This design comes from an exercise in tuning for small area and a short achievable clock period on the open sky130 flow, not from production work. In this exercise RTL edits were held to simulation tests only and were not proved equivalent to the original. No driver is modelled on the clock port, so clocking that relies on it looks cheaper here than on a real chip. Power and IR drop assume default switching activity.

## the baseline
## fp16_mult
module fp16_mult (
  input wire clk, reset,
  input wire [15:0] a, b,
  output reg [15:0] result
);
  reg [4:0] e0;
  reg s0;
  reg [9:0] ma;
  reg [4:0] bo1, bo2, bng;
  reg b5t;
  reg q0_c99;
  reg q0_s106;
  reg q0_c101;
  reg q0_lowsum0_8;
  reg q0_s112;
  reg q0_c107;
  reg q0_s110;
  reg q0_c113;
  reg q0_c111;
  reg q0_s118;
  reg q0_s122;
  reg q0_c119;
  reg q0_s124;
  reg q0_s132;
  reg q0_c125;
  reg q0_s130;
  reg q0_c131;
  reg q0_s138;
  reg q0_s140;
  reg q0_s144;
  reg q0_c141;
  reg q0_s146;
  reg q0_s150;
  reg q0_s152;
  reg q0_c147;
  reg q0_c151;
  reg q0_s156;
  reg q0_c153;
  reg q0_s158;
  reg q0_s160;
  reg q0_c157;
  reg q0_c159;
  reg q0_s162;
  reg q0_c161;
  reg q0_pp64;
  reg q0_s164;
  reg q0_c163;
  reg q0_pp65;
  reg q0_pp76;
  reg q0_c165;
  reg q0_pp77;
  reg [4:0] e1;
  reg s1;
  reg [11:0] pr;
  reg [4:0] e2;
  reg s2;
  ...
For scale: roughly 490 cells after synthesis, about 110 flip-flops, about 50 I/O pins, ~0.0057 sq mm of cells after synthesis.
clock: 5.5 ns
lec_check: 0
cap_margin: 20
core_margin: 2
core_utilization: 60
setup_slack_margin: 3.0
slew_margin: 20
standard.sh (not shown) runs the stock make flow with config.mk's settings and CLKGATE_MAP_FILE= SYNTH_SCRIPT=/design/flow/synth_recipe.tcl, a recipe that flattens the netlist after the stock synthesis.
==> flow/flow/run.sh <==
#!/bin/bash
# Own layout flow: the standard ORFS flow (standard.sh) with
#  - port buffers of a chosen cell (every input and output port still gets one),
#  - a clock tree of clkbuf cells without dummy loads.
# Each tool's full output is kept in the ORFS logs folder; make's output goes to flow_make.log.
set -euo pipefail
HERE=$(cd "$(dirname "$0")" && pwd)
export BUFFER_PORTS_ARGS="-buffer_cell ${PORT_BUF:-sky130_fd_sc_hd__buf_2}"
export CTS_ARGS="-sink_clustering_enable -repair_clock_nets -dont_use_dummy_load -root_buf sky130_fd_sc_hd__clkbuf_16 -buf_list {sky130_fd_sc_hd__clkbuf_8} -sink_clustering_size 10"
bash standard.sh > flow_make.log 2>&1
The baseline: full flow OK, the timing, design-rule and antenna checks passed
[inputs] the candidate vs the baseline
==> flow/flow/run.sh <==
#!/bin/bash
# Own layout flow: the standard ORFS flow (standard.sh) with
#  - port buffers of a chosen cell (every input and output port still gets one),
#  - a clock tree of clkbuf cells without dummy loads.
# Each tool's full output is kept in the ORFS logs folder; make's output goes to flow_make.log.
set -euo pipefail
HERE=$(cd "$(dirname "$0")" && pwd)
export BUFFER_PORTS_ARGS="-buffer_cell ${PORT_BUF:-sky130_fd_sc_hd__buf_2}"
export CTS_ARGS="-sink_clustering_enable -repair_clock_nets -dont_use_dummy_load -buf_list {sky130_fd_sc_hd__clkbuf_8}"
bash standard.sh > flow_make.log 2>&1
Notes after the runs:
The candidate and the baseline ended up with roughly the same ratio of routed vias to standard cells. Area growth from synthesis to layout: the candidate vs the baseline down 1.7 points. Higher power density over the cells was reported by the baseline, not the candidate.

---

build 4:
Starting RTL as in the previous note.
==> flow/config.mk <==
export PLATFORM = sky130hd
export DESIGN_NAME = fp16_mult
export DESIGN_NICKNAME = fp16_mult
export VERILOG_FILES = /design/flow/design.v
export SDC_FILE = /design/flow/constraint.sdc
export NUM_CORES = 4
export LEC_CHECK = 0
export CAP_MARGIN = 20
export CORE_MARGIN = 2
export CORE_UTILIZATION = 50
export SETUP_SLACK_MARGIN = 3.0
export SLEW_MARGIN = 20
==> flow/constraint.sdc <==
create_clock -name core_clock -period 5.5 [get_ports {clk}]
set_input_delay 1.1000 -clock core_clock [delete_from_list [all_inputs] [get_ports {clk}]]
set_output_delay 1.1000 -clock core_clock [all_outputs]
set_load 0.01 [all_outputs]
==> flow/flow/run.sh <==
#!/bin/bash
# Own layout flow: the standard ORFS flow (standard.sh) with
#  - port buffers of a chosen cell (every input and output port still gets one),
#  - a clock tree of clkbuf cells without dummy loads,
set -euo pipefail
HERE=$(cd "$(dirname "$0")" && pwd)
S=sky130_fd_sc_hd__
export BUFFER_PORTS_ARGS="-buffer_cell ${S}buf_1"
export CTS_ARGS="-sink_clustering_enable -repair_clock_nets -dont_use_dummy_load -buf_list {${S}clkbuf_8} -sink_clustering_size 12"
export SKEW_GROUPS="{q0_* 20 ${S}clkdlybuf4s25_1 ${S}clkbuf_8} {pr* 20 ${S}clkdlybuf4s25_1 ${S}clkbuf_8}"
export POST_CTS_TCL="$HERE/post_cts.tcl"
export PRE_GLOBAL_ROUTE_TCL="$HERE/pre_grt.tcl"
export SKEW_MARGIN=${SKEW_MARGIN:-3.6}
bash standard.sh > flow_make.log 2>&1
==> flow/flow/post_cts.tcl <==
# POST_CTS hook: add the useful-skew clock buffers (skew.tcl), then legalise and repair
# setup and hold as cts.tcl does after clock tree synthesis, now with the setup margin
# SKEW_MARGIN (the stages are balanced only from here on).
source [file join [file dirname [info script]] skew.tcl]
if { [info exists ::env(SKEW_MARGIN)] } { set ::env(SETUP_SLACK_MARGIN) $::env(SKEW_MARGIN) }
estimate_parasitics -placement
detailed_placement
estimate_parasitics -placement
repair_timing_helper
detailed_placement
check_placement -verbose
==> flow/flow/pre_grt.tcl <==
# PRE_GLOBAL_ROUTE hook: repair after global routing with the setup margin SKEW_MARGIN.
if { [info exists ::env(SKEW_MARGIN)] } { set ::env(SETUP_SLACK_MARGIN) $::env(SKEW_MARGIN) }
==> flow/flow/skew.tcl <==

proc skew_root_net { } {
  set clk_net [get_nets clk]
  foreach pin [get_pins -of_objects $clk_net] {
    set inst [get_cells -of_objects $pin]
    if { [string match *clkbuf* [get_property $inst ref_name]] } {
      return [get_nets -of_objects [get_pins [get_full_name $inst]/X]]
    }
  }
  error "skew: no root clock buffer on net clk"
}

# returns the list of chain-head nets (net after the first cell of each cluster's chain)
proc skew_cluster_group { root pattern maxregs cells } {
  set block [ord::get_db_block]
  set regs {}
  foreach inst [$block getInsts] {
    if { ![string match $pattern [$inst getName]] } { continue }
    if { [$inst findITerm CLK] == "NULL" } { continue }
    set loc [$inst getLocation]
    lappend regs [list [$inst getName] [lindex $loc 0] [lindex $loc 1]]
  }
  set n [llength $regs]
  if { $n == 0 } { return {} }
  set k [expr {($n + $maxregs - 1) / $maxregs}]
  set regs [lsort -integer -index 1 $regs]
  set per [expr {($n + $k - 1) / $k}]
  set dbu [$block getDbUnitsPerMicron]
  set tag [string map {* x ? x [ x ] x} $pattern]
  set heads {}
  for { set c 0 } { $c < $k } { incr c } {
    set chunk [lrange $regs [expr {$c * $per}] [expr {($c + 1) * $per - 1}]]
    if { [llength $chunk] == 0 } { continue }
    set sx 0; set sy 0; set pins {}
    foreach r $chunk {
      set sx [expr {$sx + [lindex $r 1]}]
      set sy [expr {$sy + [lindex $r 2]}]
      lappend pins [get_pins "[lindex $r 0]/CLK"]
    }
    set x [expr {double($sx) / [llength $chunk] / $dbu}]
    set y [expr {double($sy) / [llength $chunk] / $dbu}]
    set cur [get_full_name $root]
    set i 0
    set chain {}
    foreach cell $cells {
      set bname "skewbuf_${tag}_${c}_$i"
      set nname "skewnet_${tag}_${c}_$i"
      set extra {}
      if { $i == 0 } { set extra -load_pins_on_diff_nets }
      insert_buffer -buffer_cell $cell -net [get_nets $cur] -load_pins $pins \
        {*}$extra -location [list $x $y] -buffer_name $bname -net_name $nname
      set cur $nname
      incr i
    }
    puts "skew: $pattern cluster $c: [llength $chunk] registers behind $cells"
  }
  return $heads
}

# add one delay cell right before the last cell of every chain of the group
proc skew_add_step { pattern cell } {
  set block [ord::get_db_block]
  set tag [string map {* x ? x [ x ] x} $pattern]
  set done 0
  foreach inst [$block getInsts] {
    set nm [$inst getName]
    if { ![string match "skewbuf_${tag}_*" $nm] } { continue }
    # the last cell of a chain drives the registers: its output net has a CLK load
    set xnet [[$inst findITerm X] getNet]
    set drives_regs 0
    foreach it [$xnet getITerms] {
      if { [[$it getMTerm] getName] == "CLK" } { set drives_regs 1; break }
    }
    if { !$drives_regs } { continue }
    set anet [[$inst findITerm A] getNet]
    set loc [$inst getLocation]
    set dbu [$block getDbUnitsPerMicron]
    global skew_step_count
    incr skew_step_count
    insert_buffer -buffer_cell $cell -net [get_nets [$anet getName]] \
      -load_pins [get_pins "$nm/A"] \
      -location [list [expr {double([lindex $loc 0]) / $dbu}] [expr {double([lindex $loc 1]) / $dbu}]] \
      -buffer_name "skewstep_${tag}_$skew_step_count" -net_name "skewstepnet_${tag}_$skew_step_count"
    incr done
  }
  return $done
}

proc skew_worst { pattern } {
  set pins [get_pins -quiet "$pattern/D"]
  if { [llength $pins] == 0 } { return 1e9 }
  set w 1e9
  foreach p $pins {
    set s [get_property $p slack_max]
    if { $s < $w } { set w $s }
  }
  return $w
}

proc skew_remove_idle_clock_buffers { } {
  set block [ord::get_db_block]
  set again 1
  while { $again } {
    set again 0
    foreach inst [$block getInsts] {
      if { ![string match *clkbuf* [[$inst getMaster] getName]] } { continue }
      set x [$inst findITerm X]
      if { $x == "NULL" } { continue }
      set net [$x getNet]
      if { $net == "NULL" } { continue }
      if { [llength [$net getITerms]] == 1 && [llength [$net getBTerms]] == 0 } {
        puts "skew: removing idle clock buffer [$inst getName]"
        set nname [$net getName]
        delete_instance [get_cells [$inst getName]]
        delete_net [get_nets $nname]
        set again 1
        break
      }
    }
  }
}

set skew_step_count 0
set skew_root [skew_root_net]
foreach g $::env(SKEW_GROUPS) {
  skew_cluster_group $skew_root [lindex $g 0] [lindex $g 1] [lrange $g 2 end]
}
skew_remove_idle_clock_buffers

# stage endpoints: A ends at q0_*, B at pr*, C at result*
# the step cell: a slow delay cell while the stages are far apart, a small buffer near balance
proc skew_step { pattern gap } {
  if { $gap > 0.5 } {
    skew_add_step $pattern sky130_fd_sc_hd__clkdlybuf4s25_1
  } else {
    skew_add_step $pattern sky130_fd_sc_hd__clkbuf_1
  }
}
for { set it 0 } { $it < 16 } { incr it } {
  estimate_parasitics -placement
  set sa [skew_worst {q0_*}]
  set sb [skew_worst {pr*}]
  set sc [skew_worst {result*}]
  puts [format "skew: step %d slacks A %.3f B %.3f C %.3f" $it $sa $sb $sc]
  set small 0.09
  if { $sa <= $sb && $sa <= $sc } {
    if { $sb - $small > $sa + 0.02 } {
      skew_step {q0_*} [expr {$sb - $sa}]
    } elseif { $sc - $small > $sa + 0.02 } {
      skew_step {pr*} [expr {$sc - $sa}]
    } else {
      break
    }
  } elseif { $sb <= $sc && $sc - $small > $sb + 0.02 } {
    skew_step {pr*} [expr {$sc - $sb}]
  } else {
    break
  }
}
Input-level comparison between trial 90 and build 4:
# build 4
export LEC_CHECK = 0
export CAP_MARGIN = 20
export CORE_MARGIN = 2
export CORE_UTILIZATION = 50
export SETUP_SLACK_MARGIN = 3.0
export SLEW_MARGIN = 20
create_clock -name core_clock -period 5.5 [get_ports {clk}]
# trial 90
export LEC_CHECK = 0
export CAP_MARGIN = 20
export CORE_MARGIN = 2
export CORE_UTILIZATION = 60
export SETUP_SLACK_MARGIN = 3.0
export SLEW_MARGIN = 20
create_clock -name core_clock -period 5.5 [get_ports {clk}]
-- flow/flow/run.sh --
<<< build 4, line 12
export PRE_GLOBAL_ROUTE_TCL="$HERE/pre_grt.tcl"
export SKEW_MARGIN=${SKEW_MARGIN:-3.6}
>>> trial 90, line 12
==> flow/flow/post_cts.tcl <==
# POST_CTS hook: add the useful-skew clock buffers (skew.tcl), then legalise and repair
# setup and hold as cts.tcl does after clock tree synthesis.
source [file join [file dirname [info script]] skew.tcl]
estimate_parasitics -placement
detailed_placement
estimate_parasitics -placement
repair_timing_helper
detailed_placement
check_placement -verbose
-- flow/flow/skew.tcl --
<<< build 4, line 131
# the step cell: a slow delay cell while the stages are far apart, a small buffer near balance
proc skew_step { pattern gap } {
  if { $gap > 0.5 } {
    skew_add_step $pattern sky130_fd_sc_hd__clkdlybuf4s25_1
  } else {
    skew_add_step $pattern sky130_fd_sc_hd__clkbuf_1
  }
}
for { set it 0 } { $it < 16 } { incr it } {
>>> trial 90, line 131
set step_cell sky130_fd_sc_hd__clkbuf_1
if { [info exists ::env(SKEW_STEP)] } { set step_cell $::env(SKEW_STEP) }
set step_est 0.09
for { set it 0 } { $it < 12 } { incr it } {
<<< build 4, line 145
  set small 0.09
>>> trial 90, line 140
<<< build 4, line 147
    if { $sb - $small > $sa + 0.02 } {
      skew_step {q0_*} [expr {$sb - $sa}]
    } elseif { $sc - $small > $sa + 0.02 } {
      skew_step {pr*} [expr {$sc - $sa}]
>>> trial 90, line 141
    if { $sb - $step_est > $sa + 0.02 } {
      skew_add_step {q0_*} $step_cell
    } elseif { $sc - $step_est > $sa + 0.02 } {
      skew_add_step {pr*} $step_cell
<<< build 4, line 154
  } elseif { $sb <= $sc && $sc - $small > $sb + 0.02 } {
    skew_step {pr*} [expr {$sc - $sb}]
>>> trial 90, line 148
  } elseif { $sb <= $sc && $sc - $step_est > $sb + 0.02 } {
    skew_add_step {pr*} $step_cell
removed: flow/flow/pre_grt.tcl
Findings:
- Compared to build 4, trial 90 has number of nets at the end of the flow 18 lower.
- Diff build 4 -> trial 90 | summed area of non-filler cells in the final layout | decrease of 370 um2
- [compare] base=build 4 new=trial 90: total area of multi-input combinational cells went down by 160 um2, final cell count went down by 32.
- The final reports for trial 90 and build 4 show layout overhead on the synthesized area lower in the former.
- Compared with build 4, trial 90 shows a lower routed wire length.
- Trial 90 ends up with a tightest slew margin relative to the limit that is 2.1 points lower than in build 4.
- What trial 90 reported for combinational power has to be multiplied by 1.18 to get the figure for build 4.
- The run showing the greater worst hold slack is trial 90.

---

Starting RTL as in the previous note.
==> flow/design.v (excerpt) <==
module fp16_mult (
  input wire clk, reset,
  input wire [15:0] a, b,
  output reg [15:0] result
);
clock: 5.5 ns
lec_check: 0
cap_margin: 20
core_margin: 2
core_utilization: 55
setup_slack_margin: 2.5
slew_margin: 20
==> flow/flow/run.sh <==
#!/bin/bash
# Own layout flow: the standard ORFS flow (standard.sh) with
#  - port buffers of a chosen cell (every input and output port still gets one),
#  - a clock tree of clkbuf cells without dummy loads,
set -euo pipefail
HERE=$(cd "$(dirname "$0")" && pwd)
S=sky130_fd_sc_hd__
export BUFFER_PORTS_ARGS="-buffer_cell ${S}buf_1"
export CTS_ARGS="-sink_clustering_enable -repair_clock_nets -dont_use_dummy_load -buf_list {${S}clkbuf_8} -sink_clustering_size 12"
export SKEW_GROUPS="{q0_* 20 ${S}clkdlybuf4s25_1 ${S}clkbuf_8} {pr* 20 ${S}clkdlybuf4s25_1 ${S}clkbuf_8}"
export POST_CTS_TCL="$HERE/post_cts.tcl"
export PRE_GLOBAL_ROUTE_TCL="$HERE/pre_grt.tcl"
export SKEW_MARGIN=${SKEW_MARGIN:-3.45}
bash standard.sh > flow_make.log 2>&1
==> flow/flow/post_cts.tcl <==
# POST_CTS hook: add the useful-skew clock buffers (skew.tcl), then legalise and repair
# setup and hold as cts.tcl does after clock tree synthesis, now with the setup margin
# SKEW_MARGIN (the stages are balanced only from here on).
source [file join [file dirname [info script]] skew.tcl]
if { [info exists ::env(SKEW_MARGIN)] } { set ::env(SETUP_SLACK_MARGIN) $::env(SKEW_MARGIN) }
estimate_parasitics -placement
detailed_placement
estimate_parasitics -placement
repair_timing_helper
detailed_placement
check_placement -verbose
==> flow/flow/pre_grt.tcl <==
# PRE_GLOBAL_ROUTE hook: repair after global routing with the setup margin SKEW_MARGIN.
if { [info exists ::env(SKEW_MARGIN)] } { set ::env(SETUP_SLACK_MARGIN) $::env(SKEW_MARGIN) }
Other scripts of this flow, unchanged in this note and not shown: flow/flow/skew.tcl
The baseline finished with timing, DRC and antenna clean.
Edit:
--- a/flow/flow/run.sh
+++ b/flow/flow/run.sh
@@ -11,4 +11,4 @@
 export POST_CTS_TCL="$HERE/post_cts.tcl"
 export PRE_GLOBAL_ROUTE_TCL="$HERE/pre_grt.tcl"
-export SKEW_MARGIN=${SKEW_MARGIN:-3.45}
+export SKEW_MARGIN=${SKEW_MARGIN:-3.5}
 bash standard.sh > flow_make.log 2>&1
CORE_UTILIZATION = 50   (was 55)
SETUP_SLACK_MARGIN = 3.0   (was 2.5)
Sequential power barely changes; register-to-register slack improved by 0.29 ns; total power goes down by about 5%; routed wire length is about the same; via count falls by 2.4%; core utilization decreases by 5.1 points; global-route usage fell by 3.0 points; final area goes up by about 1.3%; flip-flop and latch count is unchanged; critical path depth shrinks by 6.
Edit:
CORE_UTILIZATION = 60   (was 50)
The changed run produced a clean layout.
Design area fell by 1.5%.
Worst hold slack gains 0.026 ns.
Wire length decreases by 1.8%.
Setup slack got worse by 0.014 ns.
Global-route usage goes up by 3.3 points.
Total power grows by 0.46%.
Combinational power stays flat.
Sequential power is about the same.
Register-to-register slack got worse by 0.03 ns.
Clock power fell by about 1%.
Flip-flop and latch count stays the same.
Edit:
--- a/flow/flow/run.sh
+++ b/flow/flow/run.sh
@@ -11,4 +11,4 @@
 export POST_CTS_TCL="$HERE/post_cts.tcl"
 export PRE_GLOBAL_ROUTE_TCL="$HERE/pre_grt.tcl"
-export SKEW_MARGIN=${SKEW_MARGIN:-3.5}
+export SKEW_MARGIN=${SKEW_MARGIN:-3.4}
 bash standard.sh > flow_make.log 2>&1
CORE_UTILIZATION = 50   (was 60)
What happened:
- combinational power fell by about 10%
- hold slack is better by 0.016 ns
- total power fell by 5.2%
- first-iteration DRC count rose by 24%

==> separate check: timing with driven ports <==
The flow's constraints put no driver on any port. The routed layouts listed below were extracted and timed again, unchanged, in two steps.
Step 1 assumes that a clkbuf_16 drives the clock port and a buf_2 every other input.
Step 2, shift: input delay + t, output delay - t, t = (earliest + latest rising clock arrival at the registers) / 2. This alone moves slack from input paths to output paths.
Slacks: ideal ports / drivers / drivers and shift; pairs: ideal ports / drivers.
run	t (ns)	setup slack, ns	latest minus earliest clock arrival (ns)	pins driven straight from the clock port
the baseline	0.374	3.083 / 3.083 / 3.083	0.028 / 0.029	1
the candidate	0.396	3.091 / 3.091 / 3.091	0.043 / 0.043	1
build 4	0.676	3.508 / 3.475 / 2.987	0.615 / 0.615	1
trial 90	0.656	3.385 / 3.385 / 3.000	0.574 / 0.575	1
the first run of note 3	0.782	3.240 / 3.240 / 2.886	0.832 / 0.832	1
the second run of note 3	0.687	3.507 / 3.475 / 2.977	0.636 / 0.636	1
the third run of note 3	0.653	3.492 / 3.463 / 3.000	0.574 / 0.574	1
the fourth run of note 3	0.661	3.425 / 3.425 / 3.004	0.583 / 0.583	1
In 6 of these runs the clock reaches the registers at very different times; t lies between them, and the last value is a rough guide only. For the second run of note 3, which loses most, drivers alone change the setup slack by -0.032 ns; drivers and shift together by -0.530 ns.
